Context: an optimization exercise on an open-source flow, tuned for small area. The choices shown serve that exercise and are no tape-out recipe.
RTL that was checked went through simulation tests only; none was proved equivalent to the original.
The clock input has no modelled driver; a real chip could not lean on it and would need a root buffer or a full tree.
Power figures rest on the tool's default switching activity, not on a simulated workload.

==> flow/design.v <==
module fa(
  input  wire a, b, ci,
  output wire s, co
);
  assign s  = a ^ b ^ ci;
  assign co = (a & b) | (a & ci) | (b & ci);
endmodule
module controlx(
  input  wire        clk,
  input  wire [31:0] inp1, inp2,
  output wire [31:0] out,
  output wire        underflow,
  output wire        overflow
);
  reg  [5:0]  cnt;
  reg         bq;       
  reg  [24:0] acc;      
  reg  [22:0] mant;
  reg         nf;
  wire [63:0] bsel = {40'd0, 1'b1, inp2[22:0]};
  wire [23:0] ma   = {1'b1, inp1[22:0]};
  always @(posedge clk) begin
    cnt <= cnt + 6'd1;
    bq  <= bsel[cnt];
    acc <= sum;
  end
  wire [23:0] x = acc[24:1];
  wire [23:0] y = ma & {24{bq}};
  wire [24:0] c;
  wire [24:0] sum;
  assign c[0] = 1'b0;
  genvar i;
  generate for (i = 0; i < 24; i = i + 1) begin : rc
    fa u (.a(x[i]), .b(y[i]), .ci(c[i]), .s(sum[i]), .co(c[i+1]));
  end endgenerate
  assign sum[24] = c[24];
  always @(posedge clk) begin
    if ((cnt == 6'd25 && !acc[24]) || (cnt == 6'd26 && acc[23])) begin
      mant <= acc[22:0];
      nf   <= cnt[1];
    end
  end
  wire [7:0] ea = inp1[30:23];
  wire [7:0] eb = inp2[30:23];
  wire [8:0] ec;
  wire [7:0] E;
  assign ec[0] = nf;
  generate for (i = 0; i < 8; i = i + 1) begin : ex
    fa u (.a(ea[i]), .b(eb[i]), .ci(ec[i]), .s(E[i]), .co(ec[i+1]));
  end endgenerate
  wire [7:0] ic;
  assign ic[0] = 1'b1;
  generate for (i = 0; i < 7; i = i + 1) begin : inc
    assign ic[i+1] = ic[i] & E[i];
  end endgenerate
  wire [7:0] e = (E ^ ic) ^ 8'h80;
  assign underflow = ~ec[8] & ~E[7] & (nf | ~ic[7]);
  assign overflow  = ec[8] & (E[7] | (~nf & ic[7]));
  assign out[31]    = inp1[31] ^ inp2[31];
  assign out[30:23] = underflow ? {6'd0, nf, ~nf} : e;
  assign out[22:0]  = mant;
endmodule
Settings: LEC_CHECK=0, CAP_MARGIN=20, CORE_MARGIN=2, CORE_UTILIZATION=70, SLEW_MARGIN=20, SYNTH_HIERARCHICAL=1, SYNTH_MINIMUM_KEEP_SIZE=0; clock period 10.0 ns.
standard.sh (not shown) runs the stock make flow with config.mk's settings and CLKGATE_MAP_FILE= SYNTH_SCRIPT=/design/flow/synth_recipe.tcl, a recipe that flattens the netlist after the stock synthesis.
==> flow/flow/run.sh <==
#!/bin/bash
# The standard layout, with the smallest buffer on the ports.
set -euo pipefail
bash standard.sh BUFFER_PORTS_ARGS="-buffer_cell sky130_fd_sc_hd__buf_1" finish > make.log 2>&1
The first run completed and failed the layout checks on setup timing.
Then changed:
--- a/flow/design.v
+++ b/flow/design.v
@@ -3,8 +3,15 @@
   output wire s, co
 );
   assign s  = a ^ b ^ ci;
   assign co = (a & b) | (a & ci) | (b & ci);
+endmodule
+module ha(
+  input  wire a, b,
+  output wire s, co
+);
+  assign s  = a ^ b;
+  assign co = a & b;
 endmodule
 module controlx(
   input  wire        clk,
   input  wire [31:0] inp1, inp2,
@@ -13,25 +20,27 @@
   output wire        overflow
 );
   reg  [5:0]  cnt;
   reg         bq;       
+  reg  [1:0]  yq;       
   reg  [24:0] acc;      
   reg  [22:0] mant;
   reg         nf;
   wire [63:0] bsel = {40'd0, 1'b1, inp2[22:0]};
   wire [23:0] ma   = {1'b1, inp1[22:0]};
   always @(posedge clk) begin
     cnt <= cnt + 6'd1;
     bq  <= bsel[cnt];
+    yq  <= inp1[1:0] & {2{bsel[cnt]}};
     acc <= sum;
   end
   wire [23:0] x = acc[24:1];
-  wire [23:0] y = ma & {24{bq}};
+  wire [23:0] y = {ma[23:2] & {22{bq}}, yq};
   wire [24:0] c;
   wire [24:0] sum;
-  assign c[0] = 1'b0;
   genvar i;
-  generate for (i = 0; i < 24; i = i + 1) begin : rc
+  ha u0 (.a(x[0]), .b(y[0]), .s(sum[0]), .co(c[1]));
+  generate for (i = 1; i < 24; i = i + 1) begin : rc
     fa u (.a(x[i]), .b(y[i]), .ci(c[i]), .s(sum[i]), .co(c[i+1]));
   end endgenerate
   assign sum[24] = c[24];
   always @(posedge clk) begin
What happened:
- This time the run produced a clean layout
- worst setup slack gains 0.65 ns
- routed wire length came out higher by about 24%
- global-route usage came out higher by 5.7 points
- clock power came out higher by about 44%
- count of clock-buffer cells in the layout came out higher by 11
- synthesized area came out higher by 2.5%
No functional check of the RTL was part of any run of this note.

Another version of the RTL of controlx (not shown whole).
Size in the first run: ~58 flip-flops.
==> module controlx, before the edit <==
module controlx(
  input  wire        clk,
  input  wire [31:0] inp1, inp2,
  output wire [31:0] out,
  output wire        underflow,
  output wire        overflow
);
  localparam integer K = 13;    
  reg  [5:0]  cnt;
  reg         bq;       
  reg         cs;       
  reg  [25:0] acc;      
  reg  [22:0] mant;
  reg         nf;
  wire [63:0] bsel = {40'd0, 1'b1, inp2[22:0]};
  wire [23:0] ma   = {1'b1, inp1[22:0]};
  wire [24:0] x = acc[25:1];
  wire [24:0] y = {ma & {24{bq}}, 1'b0};
  wire [25:0] c;
  wire [25:0] sum;
  wire        xs, cx;   
  genvar i;
  assign sum[0] = x[0];
  ha u1 (.a(x[1]), .b(y[1]), .s(sum[1]), .co(c[2]));
  ha uc (.a(x[K-1]), .b(cs), .s(xs), .co(cx));
  generate for (i = 2; i < 25; i = i + 1) begin : rc
    if (i == K - 1) begin : k1
      fa u (.a(xs), .b(y[i]), .ci(c[i]), .s(sum[i]), .co(c[i+1]));
    end else if (i == K) begin : k0
      fa u (.a(x[i]), .b(y[i]), .ci(cx), .s(sum[i]), .co(c[i+1]));
    end else begin : kn
      fa u (.a(x[i]), .b(y[i]), .ci(c[i]), .s(sum[i]), .co(c[i+1]));
    end
  end endgenerate
  assign sum[25] = c[25];
  always @(posedge clk) begin
    cnt <= cnt + 6'd1;
    bq  <= bsel[cnt];
    cs  <= c[K];
    acc <= sum;
  end
  always @(posedge clk) begin
    if ((cnt == 6'd26 && !acc[24]) || (cnt == 6'd27 && acc[23])) begin
      mant <= acc[22:0];
      nf   <= cnt[0];
    end
  end
  wire [7:0] ea = inp1[30:23];
  wire [7:0] eb = inp2[30:23];
  wire [8:0] ec;
  wire [7:0] E;
  assign ec[0] = nf;
  generate for (i = 0; i < 8; i = i + 1) begin : ex
    fa u (.a(ea[i]), .b(eb[i]), .ci(ec[i]), .s(E[i]), .co(ec[i+1]));
  end endgenerate
  wire [7:0] ic;
  assign ic[0] = 1'b1;
  generate for (i = 0; i < 7; i = i + 1) begin : inc
    assign ic[i+1] = ic[i] & E[i];
  end endgenerate
  wire [7:0] e = (E ^ ic) ^ 8'h80;
  assign underflow = ~ec[8] & ~E[7] & (nf | ~ic[7]);
  assign overflow  = ec[8] & (E[7] | (~nf & ic[7]));
  assign out[31]    = inp1[31] ^ inp2[31];
  assign out[30:23] = underflow ? {6'd0, nf, ~nf} : e;
  assign out[22:0]  = mant;
endmodule
export LEC_CHECK = 0
export CAP_MARGIN = 20
export CORE_MARGIN = 2
export CORE_UTILIZATION = 75
export SETUP_SLACK_MARGIN = 0.1
export SLEW_MARGIN = 20
export SYNTH_HIERARCHICAL = 1
export SYNTH_MINIMUM_KEEP_SIZE = 0
create_clock -name core_clock -period 10.0 [get_ports {clk}]
==> flow/flow/run.sh <==
#!/bin/bash
# The standard layout, with the smallest buffer on the ports, a clock tree of
# clkbuf_4 cells without dummy loads, and power recovery (downsizing) after
# global routing followed by another slew/capacitance repair.
set -euo pipefail
bash standard.sh \
  BUFFER_PORTS_ARGS="-buffer_cell sky130_fd_sc_hd__buf_1" \
  CTS_ARGS="-sink_clustering_enable -repair_clock_nets -dont_use_dummy_load -buf_list sky130_fd_sc_hd__clkbuf_4" \
  RECOVER_POWER=100 \
  PRE_GLOBAL_ROUTE_TCL="$PWD/flow/grt_hook.tcl" \
  finish > make.log 2>&1
==> flow/flow/grt_hook.tcl <==
# Sourced before global routing: after the power-recovery downsizing, repair
# slew and capacitance again, since downsizing does not look at them.
proc recover_power_helper { } {
  if { $::env(RECOVER_POWER) == 0 } {
    return
  }
  log_cmd repair_timing -verbose -recover_power $::env(RECOVER_POWER) -match_cell_footprint
  log_cmd repair_design -verbose -slew_margin $::env(SLEW_MARGIN) -cap_margin $::env(CAP_MARGIN) -match_cell_footprint
  log_cmd detailed_placement
}
Change:
--- a/flow/design.v
+++ b/flow/design.v
@@ -21,12 +21,12 @@
 );
   localparam integer K = 13;    
   reg  [5:0]  cnt;
-  reg         bq;       
   reg         cs;       
   reg  [25:0] acc;      
   reg  [22:0] mant;
   reg         nf;
   wire [63:0] bsel = {40'd0, 1'b1, inp2[22:0]};
+  wire        bq   = bsel[cnt];    
   wire [23:0] ma   = {1'b1, inp1[22:0]};
   wire [24:0] x = acc[25:1];
   wire [24:0] y = {ma & {24{bq}}, 1'b0};
@@ -49,14 +49,13 @@
   assign sum[25] = c[25];
   always @(posedge clk) begin
     cnt <= cnt + 6'd1;
-    bq  <= bsel[cnt];
     cs  <= c[K];
     acc <= sum;
   end
   always @(posedge clk) begin
-    if ((cnt == 6'd26 && !acc[24]) || (cnt == 6'd27 && acc[23])) begin
+    if ((cnt == 6'd25 && !acc[24]) || (cnt == 6'd26 && acc[23])) begin
       mant <= acc[22:0];
-      nf   <= cnt[0];
+      nf   <= cnt[1];
     end
   end
   wire [7:0] ea = inp1[30:23];
Outcome: The new run ran to the end with no violations; register-to-register slack degrades by 1.3 ns; design area grows by 4.1%; utilization shrinks by 3.4 points; routed wire length shrinks by 39%; setup slack improves by 0.48 ns; worst hold slack is about the same; via count shrinks by 15%; sequential share of layout area shrinks by 2.3 points.
Function not checked in the second run of this note: the RTL went through the layout flow alone.

== main ==
Another version of the RTL of controlx (not shown whole).
Size: about 160 cells after synthesis, about 99 I/O pins.
==> module aoi222, before the edit <==
module aoi222(
  input  wire a0, b0, a1, b1, a2, b2,
  output wire y
);
  assign y = ~((a0 & b0) | (a1 & b1) | (a2 & b2));
endmodule
==> module aoi221, before the edit <==
module aoi221(
  input  wire a0, b0, a1, b1, c,
  output wire y
);
  assign y = ~((a0 & b0) | (a1 & b1) | c);
endmodule
==> module controlx, before the edit <==
module controlx(
  input  wire        clk,
  input  wire [31:0] inp1, inp2,
  output wire [31:0] out,
  output wire        underflow,
  output wire        overflow
);
  localparam integer K = 13;    
  genvar i;
  reg  [5:0]  cnt;
  reg         bq;       
  reg         cs;       
  reg  [25:0] acc;      
  reg  [22:0] mant;
  reg         nf;
  wire [23:0] mb = {1'b1, inp2[22:0]};
  wire [2:0]  grp = {cnt[5:3] == 3'd2, cnt[5:3] == 3'd1, cnt[5:3] == 3'd0};
  wire [7:0]  col;      
  generate for (i = 0; i < 7; i = i + 1) begin : bs
    aoi222 u (.a0(grp[0]), .b0(mb[i]), .a1(grp[1]), .b1(mb[8+i]), .a2(grp[2]), .b2(mb[16+i]), .y(col[i]));
  end endgenerate
  aoi221 u7 (.a0(grp[0]), .b0(mb[7]), .a1(grp[1]), .b1(mb[15]), .c(grp[2]), .y(col[7]));   
  wire bnext = ~col[cnt[2:0]];
  wire [23:0] ma   = {1'b1, inp1[22:0]};
  wire [5:0] cnt_n;
  wire [5:1] cc;
  assign cnt_n[0] = ~cnt[0];
  assign cc[1]    = cnt[0];
  generate for (i = 1; i < 5; i = i + 1) begin : ct
    ha u (.a(cnt[i]), .b(cc[i]), .s(cnt_n[i]), .co(cc[i+1]));
  end endgenerate
  assign cnt_n[5] = cnt[5] ^ cc[5];
  wire [24:0] x = acc[25:1];
  wire [24:0] y = {ma & {24{bq}}, 1'b0};
  wire [25:0] c;
  wire [25:0] sum;
  wire        xs, cx;   
  assign sum[0] = x[0];
  ha u1 (.a(x[1]), .b(y[1]), .s(sum[1]), .co(c[2]));
  ha uc (.a(x[K-1]), .b(cs), .s(xs), .co(cx));
  generate for (i = 2; i < 25; i = i + 1) begin : rc
    if (i == K - 1) begin : k1
      fa u (.a(xs), .b(y[i]), .ci(c[i]), .s(sum[i]), .co(c[i+1]));
    end else if (i == K) begin : k0
      fa u (.a(x[i]), .b(y[i]), .ci(cx), .s(sum[i]), .co(c[i+1]));
    end else begin : kn
      fa u (.a(x[i]), .b(y[i]), .ci(c[i]), .s(sum[i]), .co(c[i+1]));
    end
  end endgenerate
  assign sum[25] = c[25];
  always @(posedge clk) begin
    cnt <= cnt_n;
    bq  <= bnext;
    cs  <= c[K];
    acc <= sum;
  end
  always @(posedge clk) begin
    if ((cnt == 6'd26 && !acc[24]) || (cnt == 6'd27 && acc[23])) begin
      mant <= acc[22:0];
      nf   <= cnt[0];
    end
  end
  wire [7:0] ea = inp1[30:23];
  wire [7:0] eb = inp2[30:23];
  wire [8:0] ec;
  wire [7:0] E;
  assign ec[0] = nf;
  generate for (i = 0; i < 8; i = i + 1) begin : ex
    fa u (.a(ea[i]), .b(eb[i]), .ci(ec[i]), .s(E[i]), .co(ec[i+1]));
  end endgenerate
  wire [7:0] ic;
  assign ic[0] = 1'b1;
  generate for (i = 0; i < 7; i = i + 1) begin : inc
    assign ic[i+1] = ic[i] & E[i];
  end endgenerate
  wire [7:0] e = (E ^ ic) ^ 8'h80;
  assign underflow = ~ec[8] & ~E[7] & (nf | ~ic[7]);
  assign overflow  = ec[8] & (E[7] | (~nf & ic[7]));
  assign out[31]    = inp1[31] ^ inp2[31];
  assign out[30:23] = underflow ? {6'd0, nf, ~nf} : e;
  assign out[22:0]  = mant;
endmodule
export LEC_CHECK = 0
export CAP_MARGIN = 20
export CORE_MARGIN = 2
export CORE_UTILIZATION = 75
export SETUP_SLACK_MARGIN = 0.1
export SLEW_MARGIN = 20
export SYNTH_HIERARCHICAL = 1
export SYNTH_MINIMUM_KEEP_SIZE = 0
create_clock -name core_clock -period 10.0 [get_ports {clk}]
==> flow/flow/run.sh <==
#!/bin/bash
# The standard layout, with the smallest buffer on the ports, a hand-built
# clock tree of two clkbuf_16 cells (flow/cts_hook.tcl), and power recovery (downsizing) after
# global routing followed by another slew/capacitance repair.
set -euo pipefail
bash standard.sh \
  BUFFER_PORTS_ARGS="-buffer_cell sky130_fd_sc_hd__buf_1" \
  PRE_CTS_TCL="$PWD/flow/cts_hook.tcl" \
  RECOVER_POWER=100 \
  PRE_GLOBAL_ROUTE_TCL="$PWD/flow/grt_hook.tcl" \
  finish > make.log 2>&1
Scripts as last shown in full above: flow/flow/grt_hook.tcl
Other scripts of this flow, unchanged in this note and not shown: flow/flow/cts_hook.tcl
Changes in the feature branch relative to main:
==> flow/design.v <==
module fa(
  input  wire a, b, ci,
  output wire s, co
);
  assign s  = a ^ b ^ ci;
  assign co = (a & b) | (a & ci) | (b & ci);
endmodule
module ha(
  input  wire a, b,
  output wire s, co
);
  assign s  = a ^ b;
  assign co = a & b;
endmodule
module controlx(
  input  wire        clk,
  input  wire [31:0] inp1, inp2,
  output wire [31:0] out,
  output wire        underflow,
  output wire        overflow
);
  localparam integer K = 13;    
  reg  [5:0]  cnt;
  reg         bq;       
  reg         cs;       
  reg  [25:0] acc;      
  reg  [22:0] mant;
  reg         nf;
  wire [63:0] bsel = {40'd0, 1'b1, inp2[22:0]};
  wire [23:0] ma   = {1'b1, inp1[22:0]};
  wire [24:0] x = acc[25:1];
  wire [24:0] y = {ma & {24{bq}}, 1'b0};
  wire [25:0] c;
  wire [25:0] sum;
  wire        xs, cx;   
  genvar i;
  assign sum[0] = x[0];
  ha u1 (.a(x[1]), .b(y[1]), .s(sum[1]), .co(c[2]));
  ha uc (.a(x[K-1]), .b(cs), .s(xs), .co(cx));
  generate for (i = 2; i < 25; i = i + 1) begin : rc
    if (i == K - 1) begin : k1
      fa u (.a(xs), .b(y[i]), .ci(c[i]), .s(sum[i]), .co(c[i+1]));
    end else if (i == K) begin : k0
      fa u (.a(x[i]), .b(y[i]), .ci(cx), .s(sum[i]), .co(c[i+1]));
    end else begin : kn
      fa u (.a(x[i]), .b(y[i]), .ci(c[i]), .s(sum[i]), .co(c[i+1]));
    end
  end endgenerate
  assign sum[25] = c[25];
  always @(posedge clk) begin
    cnt <= cnt + 6'd1;
    bq  <= bsel[cnt];
    cs  <= c[K];
    acc <= sum;
  end
  always @(posedge clk) begin
    if ((cnt == 6'd26 && !acc[24]) || (cnt == 6'd27 && acc[23])) begin
      mant <= acc[22:0];
      nf   <= cnt[0];
    end
  end
  wire [7:0] ea = inp1[30:23];
  wire [7:0] eb = inp2[30:23];
  wire [8:0] ec;
  wire [7:0] E;
  assign ec[0] = nf;
  generate for (i = 0; i < 8; i = i + 1) begin : ex
    fa u (.a(ea[i]), .b(eb[i]), .ci(ec[i]), .s(E[i]), .co(ec[i+1]));
  end endgenerate
  wire [7:0] ic;
  assign ic[0] = 1'b1;
  generate for (i = 0; i < 7; i = i + 1) begin : inc
    assign ic[i+1] = ic[i] & E[i];
  end endgenerate
  wire [7:0] e = (E ^ ic) ^ 8'h80;
  assign underflow = ~ec[8] & ~E[7] & (nf | ~ic[7]);
  assign overflow  = ec[8] & (E[7] | (~nf & ic[7]));
  assign out[31]    = inp1[31] ^ inp2[31];
  assign out[30:23] = underflow ? {6'd0, nf, ~nf} : e;
  assign out[22:0]  = mant;
endmodule
The feature branch completed; timing, DRC and antenna clean. The feature branch gives more die outline area than main did. [the feature branch] area added between synthesis and finish fell 1.3 points relative to main. The feature branch vs. main: global-route usage over all layers fell by 2.9 points; unique cell type count in the Yosys netlist went up by 17%; clock share of power lower; met3 global-route usage increased by 0.29 points relative to the old numbers.
In every run of this note, the design's own scripts or RTL, not TritonCTS, make the clock network.

==> static timing again, ports no longer ideal <==
Ports are ideal in the flow. The routed layouts listed here were re-timed in OpenROAD. Step 1: set_driving_cell puts a clkbuf_16 on clk and a buf_2 on each other input, an assumption about the parent block. Step 2 also shifts input and output timing later by t, the mid clock arrival at the registers, as if the neighbouring blocks saw the same clock. Three values: no drivers, after step 1, after step 2; two values: the first two.
run | t, ns | slack for setup (ns) | worst setup path after step 2 | worst register clock-pin slew, ns | worst slew at a driven data input, ns
the first run of note 1 | 0.334 | -0.506 / -0.501 / -0.835 | input to register | 0.10 / 0.10 | 0.04
the second run of note 1 | 0.350 | 0.143 / 0.147 / -0.203 | input to register | 0.06 / 0.06 | 0.05
the first run of note 2 | 0.401 | 0.978 / 0.957 / 0.957 | input to output | 0.10 / 0.10 | 0.07
the second run of note 2 | 0.400 | 1.460 / 1.436 / 1.395 | input to register | 0.09 / 0.09 | 0.05
main | 0.208 | 1.332 / 1.311 / 1.311 | input to output | 0.11 / 0.11 | 0.08
the feature branch | 0.207 | 1.180 / 1.159 / 1.159 | input to output | 0.11 / 0.11 | 0.06
With both steps, setup timing fails in the second run of note 1, where it was met with ideal ports. The setup slack of the second run of note 1, which loses most, moves by +0.004 ns with the drivers and by -0.346 ns with both steps.
